Context: an optimization exercise on an open-source flow, tuned for small area. The choices shown serve that exercise and are no tape-out recipe. Only simulation tests tie the RTL to the original design; equivalence was not proved. Power and IR drop assume default switching activity.

v21:
==> flow/design.v (excerpt) <==
module z_1_rtc_top #(
	parameter [16:0] INTERNAL_COUNT = 17'd18441
)(
	input  clk,
	input  rst,
	output spi_miso,
	input  spi_sck,
	input  spi_ss_n,
	input  spi_mosi,
	output half_hz,
	input  freq_in
);
reg s_trig, l_trig, roll, l_roll, one_hz, half;
reg [16:0] dcnt;
wire trig_pulse = s_trig & ~l_trig;
wire dinc = roll & ~l_roll;
wire hit = (dcnt == INTERNAL_COUNT);
always @(posedge clk) begin
	s_trig <= freq_in & ~rst;
	l_trig <= s_trig;
	l_roll <= roll;
	if (rst) begin
		roll <= 1'b0;
		dcnt <= 17'd0;
		one_hz <= 1'b0;
		half <= 1'b0;
	end else begin
		roll <= roll ^ trig_pulse;
		one_hz <= hit;
		half <= half ^ hit;
		if (hit) dcnt <= 17'd0;
		else if (dinc) dcnt <= {dcnt[15:0], ~(dcnt[16] ^ dcnt[13])};
	end
end
assign half_hz = half;
wire sclk_in = spi_sck & ~spi_ss_n;
wire mosi_in = spi_mosi & ~spi_ss_n;
reg s_sclk, ds_sclk;
always @(posedge clk) begin
	s_sclk <= sclk_in;
	ds_sclk <= s_sclk;
end
wire pp = s_sclk & ~ds_sclk;
wire np = ~s_sclk & ds_sclk;
reg [8:0] R;
reg rx_dv;
wire [7:0] rxb = R[7:0];
wire rx_restart = rst | rx_dv;
always @(posedge clk) begin
	rx_dv <= ~rst & R[8] & ~rx_dv;
	if (rx_restart)
		R <= {7'd0, pp & ~rst, (pp & ~rst) ? mosi_in : 1'b1};
	else if (pp)
		R <= {R[7:0], mosi_in};
end
localparam [1:0] M_IDLE = 2'd0, M_WR = 2'd1, M_RD = 2'd2;
reg [1:0] mode;
reg [3:0] cnt;
reg ph;
reg sendd;
reg [63:0] ob;
reg [63:0] q;
reg inc1;
reg [8:0] T;
reg halt;
reg miso_r;
wire busy = |T[7:0];
wire is_w = (mode == M_WR);
wire is_r = (mode == M_RD);
wire s3 = is_r & ph & (cnt == 4'd15);
wire s4 = is_r & ~ph;
wire ld = is_w & (cnt == 4'd11);
wire send = s4 & ~halt;
always @(posedge clk) begin
	ph <= ~ph;
	sendd <= send;
	if (rst) begin
		mode <= M_IDLE;
	end else begin
		case (mode)
			M_IDLE: begin
				if (rx_dv && rxb == 8'h01) begin
					mode <= M_WR;
					cnt <= 4'd0;
				end else if (rx_dv && rxb == 8'h02) begin
					mode <= M_RD;
					cnt <= 4'd15;
					ph <= 1'b1;
				end
			end
			M_WR: begin
				if (rx_dv | cnt[3]) cnt <= cnt + 4'd1;
				if (ld) mode <= M_IDLE;
			end
			default: begin
				if (s3 | send) cnt <= cnt + 4'd1;
				if (s4 && cnt == 4'd8) mode <= M_IDLE;
			end
		endcase
	end
end
  ...
Settings: LEC_CHECK=0, CAP_MARGIN=0, CORE_MARGIN=2, CORE_UTILIZATION=70, CTS_BUF_LIST=sky130_fd_sc_hd__clkbuf_8, PLACE_DENSITY=0.8, SLEW_MARGIN=0; clock period 10.0 ns.
standard.sh (not shown) runs the stock make flow with config.mk's settings and CLKGATE_MAP_FILE= SYNTH_SCRIPT=/design/flow/synth_recipe.tcl, a recipe that flattens the netlist after the stock synthesis.
==> flow/flow/run.sh <==
#!/bin/bash
set -e
export CTS_ARGS="-sink_clustering_enable -repair_clock_nets -dont_use_dummy_load -buf_list sky130_fd_sc_hd__clkbuf_8"
bash standard.sh > standard_flow.log 2>&1
No stage failed in v21, and the final checks on the layout all came back clean.
Relative to v21, the following input files were edited for v24:
==> flow/flow/run.sh <==
#!/bin/bash
# The standard layout, with two changes:
#  - synthesis maps the logic with ABC's area-oriented mapper (area.abc,
#    via area_synth.tcl); everything else in synthesis is the standard
#    script, so the registers are the standard synthesis's;
#  - clock tree synthesis adds no dummy loads for balancing.
set -e
here=$(pwd)
export CTS_ARGS="-sink_clustering_enable -repair_clock_nets -dont_use_dummy_load -buf_list sky130_fd_sc_hd__clkbuf_8"
bash standard.sh SYNTH_SCRIPT="$here/flow/area_synth.tcl" finish > standard_flow.log 2>&1
==> flow/flow/area.abc (new file) <==
strash
dc2
dch -f
amap
topo
==> flow/flow/area_synth.tcl (new file) <==
proc synth {args} { yosys synth -nofsm -noshare {*}$args }
# Map the logic with ABC's area-oriented mapper instead of the default
# delay-oriented script (the design has ample timing slack).
set area_abc_script [file join [file dirname [file normalize [info script]]] area.abc]
proc abc {args} {
  global area_abc_script
  set out {}
  set i 0
  while {$i < [llength $args]} {
    set a [lindex $args $i]
    if {$a eq "-script"} {
      lappend out -script $area_abc_script
      incr i 2
      continue
    }
    lappend out $a
    incr i
  }
  yosys abc {*}$out
}
source $::env(SCRIPTS_DIR)/synth.tcl
# left out here: clear keep_hierarchy, flatten, clean up, hide names made inside functions, write 1_2_yosys.v
[summary]
v24 finished all stages; the layout is clean. Synthesized area, v24 vs v21: down by a few percent. The die of v24 is smaller than the one used in v21. The final core utilization of v24 exceeds that of v21 by 2.3 points. Final standard cell count with taps included and fillers excluded in v24 is 22% below v21. Sequential share of layout area: higher on v24. Relative to v21, the data arrival time of the worst path of v24 is higher by 0.06 ns. Compared with v21, in v24 initial cell density of the core saw a decrease, slew at the pin closest to its max-slew limit saw an increase, cell area saw a decrease, wire length saw a decrease, fraction of power consumed by sequential logic saw a decrease.

---

Setup of the baseline:
Another version of the RTL of z_1_rtc_top (not shown whole).
For scale: ~830 cells after synthesis, roughly 0.0082 sq mm of cells after synthesis.
==> flow/design.v (excerpt) <==
module z_1_rtc_top #(
	parameter [16:0] INTERNAL_COUNT = 17'd78125
)(
	input  clk,
	input  rst,
	output spi_miso,
	input  spi_sck,
	input  spi_ss_n,
	input  spi_mosi,
	output half_hz,
	input  freq_in
);
reg s_trig, l_trig, roll, l_roll, one_hz, half;
reg [16:0] dcnt;
wire trig_pulse = s_trig & ~l_trig;
wire dinc = roll & ~l_roll;
wire hit = (dcnt == INTERNAL_COUNT);
always @(posedge clk) begin
	s_trig <= freq_in & ~rst;
	l_trig <= s_trig;
	l_roll <= roll;
	if (rst) begin
		roll <= 1'b0;
		dcnt <= 17'd0;
		one_hz <= 1'b0;
		half <= 1'b0;
	end else begin
		roll <= roll ^ trig_pulse;
		one_hz <= hit;
		half <= half ^ hit;
		dcnt <= hit ? 17'd0 : dcnt + {16'd0, dinc};
	end
end
assign half_hz = half;
wire sclk_in = spi_sck & ~spi_ss_n;
wire mosi_in = spi_mosi & ~spi_ss_n;
reg s_sclk, ds_sclk;
always @(posedge clk) begin
	s_sclk <= sclk_in;
	ds_sclk <= s_sclk;
end
wire pp = s_sclk & ~ds_sclk;
wire np = ~s_sclk & ds_sclk;
reg [7:0] rxb;
reg [3:0] bi;
wire rx_dv = (bi == 4'd9);
always @(posedge clk) begin
	if (pp) rxb <= {rxb[6:0], mosi_in};
	if (rst)
		bi <= 4'd0;
	else if (bi == 4'd8)
		bi <= 4'd9;
	else if (rx_dv)
		bi <= {3'd0, pp};
	else if (pp)
		bi <= bi + 4'd1;
end
localparam [1:0] M_IDLE = 2'd0, M_WR = 2'd1, M_RD = 2'd2;
reg [1:0] mode;
reg [3:0] cnt;
reg ph;
reg sendd;
reg [63:0] ob;
reg [63:0] q;
reg inc1;
reg [7:0] txb;
reg [3:0] bo;
reg miso_r;
wire halt = (bo != 4'd0);
wire busy = (bo[3] | bo[2] | bo[1]);
wire is_w = (mode == M_WR);
wire is_r = (mode == M_RD);
wire s3 = is_r & ph & (cnt == 4'd15);
wire s4 = is_r & ~ph;
wire ld = is_w & (cnt == 4'd11);
wire send = s4 & ~halt;
always @(posedge clk) begin
	ph <= ~ph;
	sendd <= send;
	if (rst) begin
		mode <= M_IDLE;
	end else begin
		case (mode)
			M_IDLE: begin
				if (rx_dv && rxb == 8'h01) begin
					mode <= M_WR;
  ...
clock: 10.0 ns
lec_check: 0
cap_margin: 20
core_margin: 2
core_utilization: 60
cts_buf_list: sky130_fd_sc_hd__clkbuf_8
place_density: 0.7
slew_margin: 20
run.sh (not shown) runs the stock make flow with config.mk's settings and CLKGATE_MAP_FILE= SYNTH_SCRIPT=/design/flow/synth_recipe.tcl, a recipe that flattens the netlist after the stock synthesis.
Stock flow here: none of the scripts above is used.
Inputs modified between the baseline and the candidate:
# the baseline
export LEC_CHECK = 0
export CAP_MARGIN = 20
export CORE_MARGIN = 2
export CORE_UTILIZATION = 60
export CTS_BUF_LIST = sky130_fd_sc_hd__clkbuf_8
export PLACE_DENSITY = 0.7
export SLEW_MARGIN = 20
create_clock -name core_clock -period 10.0 [get_ports {clk}]
# the candidate
export LEC_CHECK = 0
export CAP_MARGIN = 20
export CORE_MARGIN = 2
export CORE_UTILIZATION = 40
export SLEW_MARGIN = 20
create_clock -name core_clock -period 10.0 [get_ports {clk}]
==> comparison <==
Compared with the baseline, the candidate degrades internal power contribution. The candidate: flow completed, timing, DRC and antenna clean. Taking the baseline as the reference, in the candidate total wire length after detailed routing moved down, critical path depth saw an increase, effective utilization at floorplan now smaller, number of instances resized during post-cts repair roughly the same, met3 wirelength from detailed routing shrank by 6.7%. NOTE: clock period minus final worst setup slack in the candidate falls short of that of the baseline. In the candidate relative to the baseline, total power per unit cell area had gone up by more than 10%.

---

## the reference run
The RTL this note starts from:
==> flow/design.v <==
module z_1_rtc_top #(
	parameter [16:0] INTERNAL_COUNT = 17'd18441
)(
	input  clk,
	input  rst,
	output spi_miso,
	input  spi_sck,
	input  spi_ss_n,
	input  spi_mosi,
	output half_hz,
	input  freq_in
);
reg s_trig, l_trig, roll, l_roll, one_hz, half;
reg [16:0] dcnt;
wire trig_pulse = s_trig & ~l_trig;
wire dinc = roll & ~l_roll;
wire hit = (dcnt == INTERNAL_COUNT);
always @(posedge clk) begin
	s_trig <= freq_in & ~rst;
	l_trig <= s_trig;
	l_roll <= roll;
	if (rst) begin
		roll <= 1'b0;
		dcnt <= 17'd0;
		one_hz <= 1'b0;
		half <= 1'b0;
	end else begin
		roll <= roll ^ trig_pulse;
		one_hz <= hit;
		half <= half ^ hit;
		if (hit) dcnt <= 17'd0;
		else if (dinc) dcnt <= {dcnt[15:0], ~(dcnt[16] ^ dcnt[13])};
	end
end
assign half_hz = half;
wire sclk_in = spi_sck & ~spi_ss_n;
wire mosi_in = spi_mosi & ~spi_ss_n;
reg s_sclk, ds_sclk;
always @(posedge clk) begin
	s_sclk <= sclk_in;
	ds_sclk <= s_sclk;
end
wire pp = s_sclk & ~ds_sclk;
wire np = ~s_sclk & ds_sclk;
reg [8:0] R;
reg rx_dv;
wire [7:0] rxb = R[7:0];
wire rx_restart = rst | rx_dv;
always @(posedge clk) begin
	rx_dv <= ~rst & R[8] & ~rx_dv;
	if (rx_restart)
		R <= {7'd0, pp & ~rst, (pp & ~rst) ? mosi_in : 1'b1};
	else if (pp)
		R <= {R[7:0], mosi_in};
end
localparam [1:0] M_IDLE = 2'd0, M_WR = 2'd1, M_RD = 2'd2;
reg [1:0] mode;
reg [3:0] cnt;
reg ph;
reg sendd;
reg [63:0] ob;
reg [63:0] q;
reg inc1;
reg [8:0] T;
reg halt;
reg miso_r;
wire busy = |T[7:0];
wire is_w = (mode == M_WR);
wire is_r = (mode == M_RD);
wire s3 = is_r & ph & (cnt == 4'd15);
wire s4 = is_r & ~ph;
wire ld = is_w & (cnt == 4'd11);
wire send = s4 & ~halt;
always @(posedge clk) begin
	ph <= ~ph;
	sendd <= send;
	if (rst) begin
		mode <= M_IDLE;
	end else begin
		case (mode)
			M_IDLE: begin
				if (rx_dv && rxb == 8'h01) begin
					mode <= M_WR;
					cnt <= 4'd0;
				end else if (rx_dv && rxb == 8'h02) begin
					mode <= M_RD;
					cnt <= 4'd15;
					ph <= 1'b1;
				end
			end
			M_WR: begin
				if (rx_dv | cnt[3]) cnt <= cnt + 4'd1;
				if (ld) mode <= M_IDLE;
			end
			default: begin
				if (s3 | send) cnt <= cnt + 4'd1;
				if (s4 && cnt == 4'd8) mode <= M_IDLE;
			end
		endcase
	end
end
wire ob_sh = (is_w & rx_dv) | sendd;
wire ob_hold = ~s3 & ~ob_sh;
always @(posedge clk) begin
	ob <= ({64{s3}} & q) | ({64{ob_sh}} & {ob[55:0], rxb}) | ({64{ob_hold}} & ob);
end
wire ldx = ld & ~one_hz;
wire [64:0] qc;
wire [8:0] bc;
assign bc[0] = inc1;
genvar gi, gb;
generate for (gb = 0; gb < 8; gb = gb + 1) begin : g_blk
	assign bc[gb+1] = bc[gb] & (&q[gb*8 +: 8]);
	assign qc[gb*8] = bc[gb];
	for (gi = gb*8; gi < gb*8 + 7; gi = gi + 1) begin : g_qc
		assign qc[gi+1] = qc[gi] & q[gi];
	end
end endgenerate
always @(posedge clk) begin
	inc1 <= one_hz;
	q <= {64{~rst}} & (({64{ldx}} & ob) | ({64{~ldx}} & (q ^ qc[63:0])));
end
wire tx_ld = ~rst & sendd;
wire tx_sh = ~rst & np & busy;
wire tx_hold = ~rst & ~sendd & ~(np & busy);
always @(posedge clk) begin
	halt <= ~rst & (sendd | busy);
	T <= ({9{tx_ld}} & {ob[63:56], 1'b1}) | ({9{tx_sh}} & {T[7:0], 1'b0}) | ({9{tx_hold}} & T);
	if (rst)
		miso_r <= 1'b0;
	else if (np & busy)
		miso_r <= T[8];
end
assign spi_miso = miso_r;
endmodule
Settings: LEC_CHECK=0, CAP_MARGIN=0, CORE_MARGIN=2, CORE_UTILIZATION=70, CTS_BUF_LIST=sky130_fd_sc_hd__clkbuf_4 sky130_fd_sc_hd__clkbuf_8, PLACE_DENSITY=0.8, SLEW_MARGIN=0; clock period 10.0 ns.
Modified inputs, the trial run compared to the reference run
- CORE_UTILIZATION now 60, was 70
- CTS_BUF_LIST now sky130_fd_sc_hd__clkbuf_8, was sky130_fd_sc_hd__clkbuf_4 sky130_fd_sc_hd__clkbuf_8
- PLACE_DENSITY now 0.7, was 0.8
--- outcome ---
- The trial run: PASS, flow complete, no timing, DRC or antenna violations
- In the trial run, final routed wirelength across all metal layers is higher than in the reference run.
- Leakage power of the design, the reference run and the trial run, higher one = the reference run.
- Compared with the reference run, the trial run shows a total met2 wirelength after detailed routing that is about 2.3% lower.
- Cmp the trial run vs the reference run: post-layout utilization of the core lower in the trial run
- The final reports for the trial run and the reference run show total length of routed met3 wires higher in the former.
- Area of the die: the trial run vs the reference run up 16%
- Taking the reference run as the reference, in the trial run pin count of the biggest net entering global routing comparable, setup slack now smaller, maximum achievable frequency now smaller, final routed wire length divided by cell count now smaller, count of clock-buffer cells in the layout now smaller.

-- what the ideal ports hide --
How much do the figures lean on ideal ports? The routed layouts below were timed once more, with nothing changed but the port constraints. Step 1 sets driving cells, clkbuf_16 on the clock port and buf_2 on the other inputs (assumed; they add their load-dependent delay and slew). Step 2 adds t to the input delays and takes it off the output delays; t is the mean of the earliest and latest rising clock arrival at the registers after step 1. Input paths then give back, and output paths get back, about the clock's delay inside the block. Three values: no drivers, after step 1, after step 2; two values: the first two.
run | shift t [ns] | slack for setup (ns) | worst setup path at the end
v21 | 0.480 | 3.174 / 3.174 / 3.174 | register to register
v24 | 0.477 | 3.080 / 3.080 / 3.080 | register to register
the baseline | 0.496 | 6.634 / 6.594 / 6.237 | input to register
the candidate | 0.483 | 6.646 / 6.620 / 6.188 | input to register
the reference run | 0.499 | 6.653 / 6.616 / 6.375 | input to register
the trial run | 0.503 | 6.639 / 6.602 / 6.341 | input to register
After both steps setup and hold are still met in every run listed. For the candidate, which loses most, drivers alone change the setup slack by -0.026 ns; drivers and shift together by -0.458 ns.
